Source: an optimization exercise on an open RTL-to-GDS flow (aim: a short achievable clock period and few clock cycles). Production flows keep margins and buffers that such runs may drop.
At most, simulation tests tie the RTL to the original design; equivalence was not proved.
Power figures rest on the tool's default switching activity, not on a simulated workload.

==> 12-25: inputs <==
==> flow/design.v <==
module wisc_core (
	err, halt, imem_addr, dmem_addr, dmem_wdata, dmem_en, dmem_wr,
	clk, rst, imem_rdata, dmem_rdata
	);
	input clk;
	input rst;
	output err;
	output halt;
	output [15:0] imem_addr;
	input  [15:0] imem_rdata;
	output [15:0] dmem_addr;
	output [15:0] dmem_wdata;
	output dmem_en;
	output dmem_wr;
	input  [15:0] dmem_rdata;
	reg [15:0] pc_f;             
	reg [15:0] ir_x;             
	reg [15:0] pc2_x;            
	reg        v_x;              
	reg        pt_x;             
	reg [15:0] m_addr, m_wdata;  
	reg        m_en, m_wr, m_ld;
	reg [2:0]  m_rd;             
	reg        halted;
	reg        err_r;
	reg [15:0] r0, r1, r2, r3, r4, r5, r6, r7;
	wire [4:0] op = ir_x[15:11];
	wire [2:0] rs = ir_x[10:8];
	wire [2:0] rt = ir_x[7:5];
	wire [2:0] rd = ir_x[4:2];
	wire i_halt  = (op == 5'b00000);
	wire i_ill   = (op[4:1] == 4'b0001);
	wire i_j     = (op == 5'b00100);
	wire i_jr    = (op == 5'b00101);
	wire i_jal   = (op == 5'b00110);
	wire i_jalr  = (op == 5'b00111);
	wire i_subi  = (op == 5'b01000);
	wire i_immal = (op[4:2] == 3'b010);    
	wire i_br    = (op[4:2] == 3'b011);
	wire i_st    = (op == 5'b10000);
	wire i_ld    = (op == 5'b10001);
	wire i_slbi  = (op == 5'b10010);
	wire i_stu   = (op == 5'b10011);
	wire i_shi   = (op[4:2] == 3'b101);
	wire i_lbi   = (op == 5'b11000);
	wire i_btr   = (op == 5'b11001);
	wire i_shr   = (op == 5'b11010);
	wire i_arith = (op == 5'b11011);
	wire i_set   = (op[4:2] == 3'b111);
	wire rs_used = ~(op[4:2] == 3'b000 || i_j || i_jal || i_lbi);
	wire rt_used = i_st | i_stu | i_shr | i_arith | i_set;
	function [15:0] rsel(input [2:0] s, input [15:0] a0, input [15:0] a1,
		input [15:0] a2, input [15:0] a3, input [15:0] a4, input [15:0] a5,
		input [15:0] a6, input [15:0] a7);
		case (s)
			3'd0: rsel = a0; 3'd1: rsel = a1; 3'd2: rsel = a2; 3'd3: rsel = a3;
			3'd4: rsel = a4; 3'd5: rsel = a5; 3'd6: rsel = a6; default: rsel = a7;
		endcase
	endfunction
	wire [15:0] A = rsel(rs, r0, r1, r2, r3, r4, r5, r6, r7);
	wire [15:0] B = rsel(rt, r0, r1, r2, r3, r4, r5, r6, r7);
	wire stall = v_x & m_ld & ((rs_used & (rs == m_rd)) | (rt_used & (rt == m_rd)));
	wire ex = v_x & ~stall & ~halted;    
	wire [15:0] imm5s  = {{11{ir_x[4]}}, ir_x[4:0]};
	wire [15:0] imm5z  = {11'd0, ir_x[4:0]};
	wire [15:0] imm8s  = {{8{ir_x[7]}}, ir_x[7:0]};
	wire [15:0] imm11s = {{5{ir_x[10]}}, ir_x[10:0]};
	wire sub_op = i_subi | (i_arith & (ir_x[1:0] == 2'b01));
	wire [15:0] add_a = sub_op ? ~A : A;
	wire [15:0] add_b = i_arith ? B : imm5s;
	wire [15:0] sum;
	wire sum_co;
	ks_add #(16) u_sum (.a(add_a), .b(add_b), .cin(sub_op), .s(sum), .cout(sum_co));
	wire [15:0] diff;
	wire diff_co;
	ks_add #(16) u_diff (.a(A), .b(~B), .cin(1'b1), .s(diff), .cout(diff_co));
	wire lt  = (A[15] ^ B[15]) ? A[15] : diff[15];
	wire eq  = (A == B);
	wire [15:0] csum_s;
	wire csum_co;
	ks_add #(16) u_csum (.a(A), .b(B), .cin(1'b0), .s(csum_s), .cout(csum_co));
	reg set_v;
	always @(*) begin
		case (op[1:0])
			2'b00: set_v = eq;
			2'b01: set_v = lt;
			2'b10: set_v = lt | eq;
			default: set_v = csum_co;
		endcase
	end
	wire [3:0] cnt = i_shr ? B[3:0] : ir_x[3:0];
	wire [1:0] sop = i_shr ? ir_x[1:0] : op[1:0];
	wire [31:0] rotl_w = {A, A} << cnt;
	wire [31:0] rotr_w = {A, A} >> cnt;
	reg [15:0] shv;
	always @(*) begin
		case (sop)
			2'b00: shv = rotl_w[31:16];           
			2'b01: shv = A << cnt;                
			2'b10: shv = rotr_w[15:0];            
			default: shv = A >> cnt;              
		endcase
	end
	wire [15:0] rev;
	genvar gi;
	generate for (gi = 0; gi < 16; gi = gi + 1) begin : g_rev
		assign rev[gi] = A[15-gi];
	end endgenerate
	wire [15:0] lop_b = i_arith ? B : imm5z;
	wire [15:0] xorv  = A ^ lop_b;
	wire [15:0] andnv = A & ~lop_b;
	wire is_xor = i_arith ? (ir_x[1:0] == 2'b10) : (op[1:0] == 2'b11);
	wire is_andn = i_arith ? (ir_x[1:0] == 2'b11) : (op[1:0] == 2'b10);
	reg [15:0] res;
	always @(*) begin
		if (i_jal | i_jalr)            res = pc2_x;
		else if (i_set)                res = {15'd0, set_v};
		else if (i_shi | i_shr)        res = shv;
		else if (i_btr)                res = rev;
		else if (i_lbi)                res = imm8s;
		else if (i_slbi)               res = {A[7:0], ir_x[7:0]};
		else if (is_xor & (i_immal | i_arith))  res = xorv;
		else if (is_andn & (i_immal | i_arith)) res = andnv;
		else                           res = sum;
	end
	wire wr_en = i_immal | i_shi | i_ld | i_stu | i_lbi | i_slbi | i_btr |
		i_shr | i_arith | i_set | i_jal | i_jalr;
	wire wr_x = ex & wr_en & ~i_ld;    
	reg [2:0] wsel;
	always @(*) begin
		if (i_jal | i_jalr)                    wsel = 3'd7;
		else if (i_stu | i_lbi | i_slbi)       wsel = rs;
		else if (i_immal | i_shi | i_ld)       wsel = rt;
		else                                   wsel = rd;
	end
	reg cond;
	always @(*) begin
		case (op[1:0])
			2'b00: cond = (A != 16'd0);
			2'b01: cond = (A == 16'd0);
			2'b10: cond = A[15];
			default: cond = ~A[15];
		endcase
	end
	wire [15:0] tgt_pc, tgt_reg;
	wire tgt_pc_co, tgt_reg_co;
	ks_add #(16) u_tpc (.a(pc2_x), .b((i_j | i_jal) ? imm11s : imm8s), .cin(1'b0), .s(tgt_pc), .cout(tgt_pc_co));
	ks_add #(16) u_treg (.a(A), .b(imm8s), .cin(1'b0), .s(tgt_reg), .cout(tgt_reg_co));
	wire taken = i_j | i_jal | i_jr | i_jalr | (i_br & cond);
	wire redirect = ex & ((i_jr | i_jalr) | ((i_br | i_j | i_jal) & (taken != pt_x)));
	wire [15:0] npc = (i_jr | i_jalr) ? tgt_reg : taken ? tgt_pc : pc2_x;
	wire [15:0] fi = imem_rdata;
	wire [15:0] pc2_f = pc_f + 16'd2;
	wire f_j  = (fi[15:13] == 3'b001) & ~fi[11];      
	wire f_br = (fi[15:13] == 3'b011);
	wire res_nz = (res != 16'd0);
	wire [7:0] w_r = {8{wr_x}} & (8'd1 << wsel);
	wire [15:0] rv [0:7];
	assign rv[0] = r0; assign rv[1] = r1; assign rv[2] = r2; assign rv[3] = r3;
	assign rv[4] = r4; assign rv[5] = r5; assign rv[6] = r6; assign rv[7] = r7;
	wire [7:0] nz_n, ng_n, pend;
	generate for (gi = 0; gi < 8; gi = gi + 1) begin : g_flags
		assign nz_n[gi] = w_r[gi] ? res_nz : (rv[gi] != 16'd0);
		assign ng_n[gi] = w_r[gi] ? res[15] : rv[gi][15];
		assign pend[gi] = ~w_r[gi] & ((m_ld & (m_rd == gi)) | (ex & i_ld & (rt == gi)));
	end endgenerate
	wire f_nz = nz_n[fi[10:8]];
	wire f_ng = ng_n[fi[10:8]];
	reg f_cond;
	always @(*) begin
		case (fi[12:11])
			2'b00: f_cond = f_nz;
			2'b01: f_cond = ~f_nz;
			2'b10: f_cond = f_ng;
			default: f_cond = ~f_ng;
		endcase
	end
	wire f_taken = f_j | (f_br & f_cond & ~pend[fi[10:8]]);
	wire [7:0] lo8;
	wire c8;
	ks_add #(8) u_t8 (.a(pc2_f[7:0]), .b(fi[7:0]), .cin(1'b0), .s(lo8), .cout(c8));
	wire [7:0] h8 = pc2_f[15:8];
	wire [7:0] h8p = h8 + 8'd1;
	wire [7:0] h8m = h8 - 8'd1;
	wire [15:0] t8 = {fi[7] ? (c8 ? h8 : h8m) : (c8 ? h8p : h8), lo8};
	wire [10:0] lo11;
	wire c11;
	ks_add #(11) u_t11 (.a(pc2_f[10:0]), .b(fi[10:0]), .cin(1'b0), .s(lo11), .cout(c11));
	wire [4:0] h5 = pc2_f[15:11];
	wire [4:0] h5p = h5 + 5'd1;
	wire [4:0] h5m = h5 - 5'd1;
	wire [15:0] t11 = {fi[10] ? (c11 ? h5 : h5m) : (c11 ? h5p : h5), lo11};
	wire [15:0] f_tgt = f_j ? t11 : t8;
	wire take_f = f_taken & ~redirect & ~stall;
	wire [15:0] pc_early = redirect ? npc : stall ? pc_f : pc2_f;
	wire m_ld_wr = m_ld;    
	always @(posedge clk) begin
		if (rst) begin
			pc_f   <= 16'd0;
			v_x    <= 1'b0;
			m_en   <= 1'b0;
			m_wr   <= 1'b0;
			m_ld   <= 1'b0;
			halted <= 1'b0;
			err_r  <= 1'b0;
		end else begin
			pc_f <= take_f ? f_tgt : pc_early;
			if (redirect) begin
				v_x  <= 1'b0;
			end else if (!stall) begin
				ir_x  <= imem_rdata;
				pc2_x <= pc2_f;
				pt_x  <= f_taken;
				v_x   <= 1'b1;
			end
			m_en <= ex & (i_st | i_ld | i_stu);
			m_wr <= ex & (i_st | i_stu);
			m_ld <= ex & i_ld;
			if (ex & i_halt) halted <= 1'b1;
			err_r <= ex & i_ill;
		end
		m_addr  <= sum;
		m_wdata <= B;
		m_rd    <= rt;
	end
	always @(posedge clk) begin
		if (m_ld_wr & (m_rd == 3'd0)) r0 <= dmem_rdata;
		if (m_ld_wr & (m_rd == 3'd1)) r1 <= dmem_rdata;
		if (m_ld_wr & (m_rd == 3'd2)) r2 <= dmem_rdata;
		if (m_ld_wr & (m_rd == 3'd3)) r3 <= dmem_rdata;
		if (m_ld_wr & (m_rd == 3'd4)) r4 <= dmem_rdata;
		if (m_ld_wr & (m_rd == 3'd5)) r5 <= dmem_rdata;
		if (m_ld_wr & (m_rd == 3'd6)) r6 <= dmem_rdata;
		if (m_ld_wr & (m_rd == 3'd7)) r7 <= dmem_rdata;
		if (wr_x & (wsel == 3'd0)) r0 <= res;
		if (wr_x & (wsel == 3'd1)) r1 <= res;
		if (wr_x & (wsel == 3'd2)) r2 <= res;
		if (wr_x & (wsel == 3'd3)) r3 <= res;
		if (wr_x & (wsel == 3'd4)) r4 <= res;
		if (wr_x & (wsel == 3'd5)) r5 <= res;
		if (wr_x & (wsel == 3'd6)) r6 <= res;
		if (wr_x & (wsel == 3'd7)) r7 <= res;
	end
	assign imem_addr  = pc_f;
	assign dmem_addr  = m_addr;
	assign dmem_wdata = m_wdata;
	assign dmem_en    = m_en;
	assign dmem_wr    = m_wr;
	assign halt       = halted;
	assign err        = err_r;
endmodule
module ks_add #(parameter N = 16) (a, b, cin, s, cout);
	input  [N-1:0] a, b;
	input          cin;
	output [N-1:0] s;
	output         cout;
	localparam L = $clog2(N + 1);
	localparam W = N + 1;
	wire [(L+1)*W-1:0] g, p;
	assign g[0] = cin;
	assign p[0] = 1'b0;
	genvar i, k;
	generate
		for (i = 0; i < N; i = i + 1) begin : g_in
			assign g[i+1] = a[i] & b[i];
			assign p[i+1] = a[i] ^ b[i];
		end
		for (k = 0; k < L; k = k + 1) begin : g_lvl
			for (i = 0; i < W; i = i + 1) begin : g_bit
				if (i >= (1 << k)) begin : g_op
					assign g[(k+1)*W+i] = g[k*W+i] | (p[k*W+i] & g[k*W+i-(1<<k)]);
					assign p[(k+1)*W+i] = p[k*W+i] & p[k*W+i-(1<<k)];
				end else begin : g_pass
					assign g[(k+1)*W+i] = g[k*W+i];
					assign p[(k+1)*W+i] = p[k*W+i];
				end
			end
		end
		for (i = 0; i < N; i = i + 1) begin : g_sum
			assign s[i] = p[i+1] ^ g[L*W+i];
		end
	endgenerate
	assign cout = g[L*W+N];
endmodule
==> flow/flow/run.sh <==
#!/bin/bash
# Layout flow: the standard flow (standard.sh, unchanged synthesis), with
# strong port buffers and timing repair that aims for much more setup slack
# than the 24 ns clock needs. Each tool's output goes to a log file here.
set -e
export SETUP_SLACK_MARGIN=18.3
export BUFFER_PORTS_ARGS="-buffer_cell sky130_fd_sc_hd__buf_4"
bash standard.sh > standard.log 2>&1
==> flow/standard.sh <==
#!/bin/bash
# synth_recipe.tcl (not shown) runs the flow's synth.tcl, then flattens the netlist and writes it again
# the make line also repeats each setting of config.mk as NAME=value (left out here)
make -C /OpenROAD-flow-scripts/flow DESIGN_CONFIG=/design/flow/config.mk WORK_HOME=/design/flow/orfs CLKGATE_MAP_FILE= SYNTH_SCRIPT=/design/flow/synth_recipe.tcl "${@:-finish}"
==> flow/config.mk <==
export PLATFORM = sky130hd
export DESIGN_NAME = wisc_core
export DESIGN_NICKNAME = wisc_core
export VERILOG_FILES = /design/flow/design.v
export SDC_FILE = /design/flow/constraint.sdc
export NUM_CORES = 4
export LEC_CHECK = 0
export ABC_CLOCK_PERIOD_IN_PS = 4000
export CAP_MARGIN = 20
export CORE_MARGIN = 2
export CORE_UTILIZATION = 40
export SLEW_MARGIN = 20
==> flow/constraint.sdc <==
create_clock -name core_clock -period 24.0 [get_ports {clk}]
set_input_delay 4.8000 -clock core_clock [delete_from_list [all_inputs] [get_ports {clk}]]
set_output_delay 4.8000 -clock core_clock [all_outputs]
set_load 0.01 [all_outputs]
==> 06-21 (differences from 12-25) <==
==> flow/design.v, changed modules only <==
module wisc_core (
	err, halt, imem_addr, dmem_addr, dmem_wdata, dmem_en, dmem_wr,
	clk, rst, imem_rdata, dmem_rdata
	);
	input clk;
	input rst;
	output err;
	output halt;
	output [15:0] imem_addr;
	input  [15:0] imem_rdata;
	output [15:0] dmem_addr;
	output [15:0] dmem_wdata;
	output dmem_en;
	output dmem_wr;
	input  [15:0] dmem_rdata;
	reg [15:0] pc_f;             
	reg [15:0] p2_f;             
	reg [15:0] ir_x;             
	reg [15:0] pc2_x;            
	reg        v_x;              
	reg        pt_x;             
	reg [15:0] pt_tgt_x;         
	reg [7:0]   bt_v;
	reg [103:0] bt_pc;
	reg [127:0] bt_tgt;
	reg [127:0] bt_tgt2;
	reg [15:0] m_addr, m_wdata;  
	reg        m_en, m_wr, m_ld;
	reg [2:0]  m_rd;             
	reg        halted;
	reg        err_r;
	reg [15:0] r0, r1, r2, r3, r4, r5, r6, r7;
	wire [4:0] op = ir_x[15:11];
	wire [2:0] rs = ir_x[10:8];
	wire [2:0] rt = ir_x[7:5];
	wire [2:0] rd = ir_x[4:2];
	wire i_halt  = (op == 5'b00000);
	wire i_ill   = (op[4:1] == 4'b0001);
	wire i_j     = (op == 5'b00100);
	wire i_jr    = (op == 5'b00101);
	wire i_jal   = (op == 5'b00110);
	wire i_jalr  = (op == 5'b00111);
	wire i_subi  = (op == 5'b01000);
	wire i_immal = (op[4:2] == 3'b010);    
	wire i_br    = (op[4:2] == 3'b011);
	wire i_st    = (op == 5'b10000);
	wire i_ld    = (op == 5'b10001);
	wire i_slbi  = (op == 5'b10010);
	wire i_stu   = (op == 5'b10011);
	wire i_shi   = (op[4:2] == 3'b101);
	wire i_lbi   = (op == 5'b11000);
	wire i_btr   = (op == 5'b11001);
	wire i_shr   = (op == 5'b11010);
	wire i_arith = (op == 5'b11011);
	wire i_set   = (op[4:2] == 3'b111);
	wire rs_used = ~(op[4:2] == 3'b000 || i_j || i_jal || i_lbi);
	wire rt_used = i_st | i_stu | i_shr | i_arith | i_set;
	function [15:0] rsel(input [2:0] s, input [15:0] a0, input [15:0] a1,
		input [15:0] a2, input [15:0] a3, input [15:0] a4, input [15:0] a5,
		input [15:0] a6, input [15:0] a7);
		case (s)
			3'd0: rsel = a0; 3'd1: rsel = a1; 3'd2: rsel = a2; 3'd3: rsel = a3;
			3'd4: rsel = a4; 3'd5: rsel = a5; 3'd6: rsel = a6; default: rsel = a7;
		endcase
	endfunction
	wire [15:0] A = rsel(rs, r0, r1, r2, r3, r4, r5, r6, r7);
	wire [15:0] B = rsel(rt, r0, r1, r2, r3, r4, r5, r6, r7);
	wire stall = v_x & m_ld & ((rs_used & (rs == m_rd)) | (rt_used & (rt == m_rd)));
	wire ex = v_x & ~stall & ~halted;    
	wire [15:0] imm5s  = {{11{ir_x[4]}}, ir_x[4:0]};
	wire [15:0] imm5z  = {11'd0, ir_x[4:0]};
	wire [15:0] imm8s  = {{8{ir_x[7]}}, ir_x[7:0]};
	wire [15:0] imm11s = {{5{ir_x[10]}}, ir_x[10:0]};
	wire sub_op = i_subi | (i_arith & (ir_x[1:0] == 2'b01));
	wire [15:0] add_a = sub_op ? ~A : A;
	wire [15:0] add_b = i_arith ? B : imm5s;
	wire [15:0] sum = add_a + add_b + {15'd0, sub_op};
	wire [16:0] diff = {1'b0, A} + {1'b0, ~B} + 17'd1;
	wire lt  = (A[15] ^ B[15]) ? A[15] : diff[15];
	wire eq  = (A == B);
	wire [16:0] csum = {1'b0, A} + {1'b0, B};
	reg set_v;
	always @(*) begin
		case (op[1:0])
			2'b00: set_v = eq;
			2'b01: set_v = lt;
			2'b10: set_v = lt | eq;
			default: set_v = csum[16];
		endcase
	end
	wire [3:0] cnt = i_shr ? B[3:0] : ir_x[3:0];
	wire [1:0] sop = i_shr ? ir_x[1:0] : op[1:0];
	wire [31:0] rotl_w = {A, A} << cnt;
	wire [31:0] rotr_w = {A, A} >> cnt;
	reg [15:0] shv;
	always @(*) begin
		case (sop)
			2'b00: shv = rotl_w[31:16];           
			2'b01: shv = A << cnt;                
			2'b10: shv = rotr_w[15:0];            
			default: shv = A >> cnt;              
		endcase
	end
	wire [15:0] rev;
	genvar gi;
	generate for (gi = 0; gi < 16; gi = gi + 1) begin : g_rev
		assign rev[gi] = A[15-gi];
	end endgenerate
	wire [15:0] lop_b = i_arith ? B : imm5z;
	wire [15:0] xorv  = A ^ lop_b;
	wire [15:0] andnv = A & ~lop_b;
	wire is_xor = i_arith ? (ir_x[1:0] == 2'b10) : (op[1:0] == 2'b11);
	wire is_andn = i_arith ? (ir_x[1:0] == 2'b11) : (op[1:0] == 2'b10);
	reg [15:0] res;
	always @(*) begin
		if (i_jal | i_jalr)            res = pc2_x;
		else if (i_set)                res = {15'd0, set_v};
		else if (i_shi | i_shr)        res = shv;
		else if (i_btr)                res = rev;
		else if (i_lbi)                res = imm8s;
		else if (i_slbi)               res = {A[7:0], ir_x[7:0]};
		else if (is_xor & (i_immal | i_arith))  res = xorv;
		else if (is_andn & (i_immal | i_arith)) res = andnv;
		else                           res = sum;
	end
	wire wr_en = i_immal | i_shi | i_ld | i_stu | i_lbi | i_slbi | i_btr |
		i_shr | i_arith | i_set | i_jal | i_jalr;
	wire wr_x = ex & wr_en & ~i_ld;    
	reg [2:0] wsel;
	always @(*) begin
		if (i_jal | i_jalr)                    wsel = 3'd7;
		else if (i_stu | i_lbi | i_slbi)       wsel = rs;
		else if (i_immal | i_shi | i_ld)       wsel = rt;
		else                                   wsel = rd;
	end
	reg cond;
	always @(*) begin
		case (op[1:0])
			2'b00: cond = (A != 16'd0);
			2'b01: cond = (A == 16'd0);
			2'b10: cond = A[15];
			default: cond = ~A[15];
		endcase
	end
	wire [15:0] tgt_pc  = pc2_x + ((i_j | i_jal) ? imm11s : imm8s);
	wire [15:0] tgt_reg = A + imm8s;
	wire taken = i_j | i_jal | i_jr | i_jalr | (i_br & cond);
	wire ctl = i_j | i_jal | i_jr | i_jalr | i_br;
	wire redirect = ex & ((taken != pt_x) | ((i_jr | i_jalr) & (tgt_reg != pt_tgt_x)));
	wire [15:0] npc = ~taken ? pc2_x : (i_jr | i_jalr) ? tgt_reg : tgt_pc;
	wire [15:0] npc2 = npc + 16'd2;
	wire [2:0] bt_i = p2_f[3:1];
	wire bt_hit = bt_v[bt_i] & (bt_pc[13*bt_i +: 13] == {p2_f[15:4], p2_f[0]});
	wire [15:0] p4_f = p2_f + 16'd2;
	wire m_ld_wr = m_ld;    
	always @(posedge clk) begin
		if (rst) begin
			pc_f   <= 16'd0;
			p2_f   <= 16'd2;
			v_x    <= 1'b0;
			m_en   <= 1'b0;
			m_wr   <= 1'b0;
			m_ld   <= 1'b0;
			halted <= 1'b0;
			err_r  <= 1'b0;
		end else begin
			if (redirect) begin
				pc_f <= npc;
				p2_f <= npc2;
				v_x  <= 1'b0;
			end else if (!stall) begin
				pc_f  <= bt_hit ? bt_tgt[16*bt_i +: 16] : p2_f;
				p2_f  <= bt_hit ? bt_tgt2[16*bt_i +: 16] : p4_f;
				ir_x  <= imem_rdata;
				pc2_x <= p2_f;
				pt_tgt_x <= bt_tgt[16*bt_i +: 16];
				pt_x  <= bt_hit;
				v_x   <= 1'b1;
			end
			m_en <= ex & (i_st | i_ld | i_stu);
			m_wr <= ex & (i_st | i_stu);
			m_ld <= ex & i_ld;
			if (ex & i_halt) halted <= 1'b1;
			err_r <= ex & i_ill;
		end
		m_addr  <= sum;
		m_wdata <= B;
		m_rd    <= rt;
	end
	always @(posedge clk) begin
		if (rst)
			bt_v <= 8'd0;
		else if (ex & ctl) begin
			bt_v[pc2_x[3:1]] <= taken;
			bt_pc[13*pc2_x[3:1] +: 13]   <= {pc2_x[15:4], pc2_x[0]};
			bt_tgt[16*pc2_x[3:1] +: 16]  <= npc;
			bt_tgt2[16*pc2_x[3:1] +: 16] <= npc2;
		end
	end
	always @(posedge clk) begin
		if (m_ld_wr & (m_rd == 3'd0)) r0 <= dmem_rdata;
		if (m_ld_wr & (m_rd == 3'd1)) r1 <= dmem_rdata;
		if (m_ld_wr & (m_rd == 3'd2)) r2 <= dmem_rdata;
		if (m_ld_wr & (m_rd == 3'd3)) r3 <= dmem_rdata;
		if (m_ld_wr & (m_rd == 3'd4)) r4 <= dmem_rdata;
		if (m_ld_wr & (m_rd == 3'd5)) r5 <= dmem_rdata;
		if (m_ld_wr & (m_rd == 3'd6)) r6 <= dmem_rdata;
		if (m_ld_wr & (m_rd == 3'd7)) r7 <= dmem_rdata;
		if (wr_x & (wsel == 3'd0)) r0 <= res;
		if (wr_x & (wsel == 3'd1)) r1 <= res;
		if (wr_x & (wsel == 3'd2)) r2 <= res;
		if (wr_x & (wsel == 3'd3)) r3 <= res;
		if (wr_x & (wsel == 3'd4)) r4 <= res;
		if (wr_x & (wsel == 3'd5)) r5 <= res;
		if (wr_x & (wsel == 3'd6)) r6 <= res;
		if (wr_x & (wsel == 3'd7)) r7 <= res;
	end
	assign imem_addr  = pc_f;
	assign dmem_addr  = m_addr;
	assign dmem_wdata = m_wdata;
	assign dmem_en    = m_en;
	assign dmem_wr    = m_wr;
	assign halt       = halted;
	assign err        = err_r;
endmodule
// module ks_add removed
==> summary.txt <==
Timing
  • Worst hold slack: 0.4805 ns

Finish
  • Final nets: 3750
  • Non-clock inverters: 68
  • Seq/total area: 40.31%

Hold path
  • Hold Crit Start: bt_v[1]

Run status
  • Outcome: timing/DRC/antenna clean

Power
  • P_int: 0.002283 W
  • Leak: 16.23 nW

Synthesis
  • Cells after Synth: 3583
  • Netlist cell types: 108

Clock network
  • Clk sinks: 618
  • Reg clk slew, reported paths: 0.07 ns

Floorplanning
  • Rows: 113
  • Die footprint: 99000 um2

Routing
  • Top sig layer: met5
  • Routed WL: 137700 um

Critical path
  • R2R cell count: 20
  • Crit path depth: 1

Place
  • Pre-CTS setup slack: 15.62 ns
the above is filed under 06-21

==> summary.txt <==
Critical path
  • Crit path depth: 19
  • R2R cell count: 25

Routing
  • Top sig layer: met4
  • Routed WL: 93390 um

Finish
  • Seq/total area: 25.13%
  • Final nets: 2635
  • Non-clock inverters: 88

Synthesis
  • Netlist cell types: 129
  • Cells after Synth: 2409

Run status
  • Outcome: timing/DRC/antenna clean

Timing
  • Worst hold slack: 0.5305 ns

Power
  • P_int: 0.0009267 W

Place
  • Pre-CTS setup slack: 15.52 ns

Floorplanning
  • Die footprint: 54110 um2
  • Rows: 83

Clock network
  • Clk sinks: 218
  • Reg clk slew, reported paths: 0.06 ns
the above is filed under 12-25

Testbench counts of 06-21, summed over its fixed seeds: cycles 98,628.
Only the layout flow was run in 12-25; the RTL was not checked for function there.

[static timing again, ports no longer ideal]
In the flow no input, the clock included, has a driving cell. The finished layouts below were timed again as built, in two steps. Step 1 assumes that a clkbuf_16 drives the clock port and a buf_2 every other input. Step 2 also shifts input and output timing later by t, the mid clock arrival at the registers, as if the neighbouring blocks saw the same clock. a / b / c = ideal ports / drivers / drivers and shift; a / b = the first two.
run	t, ns	slack for setup (ns)	slew at the worst register clock pin (ns)
12-25	0.627	16.571 / 16.586 / 15.959	0.08 / 0.08
06-21	0.712	18.051 / 17.981 / 17.612	0.07 / 0.07
After both steps setup and hold are still met in every run listed. The setup slack of 12-25, which loses most, moves by +0.015 ns with the drivers and by -0.612 ns with both steps.
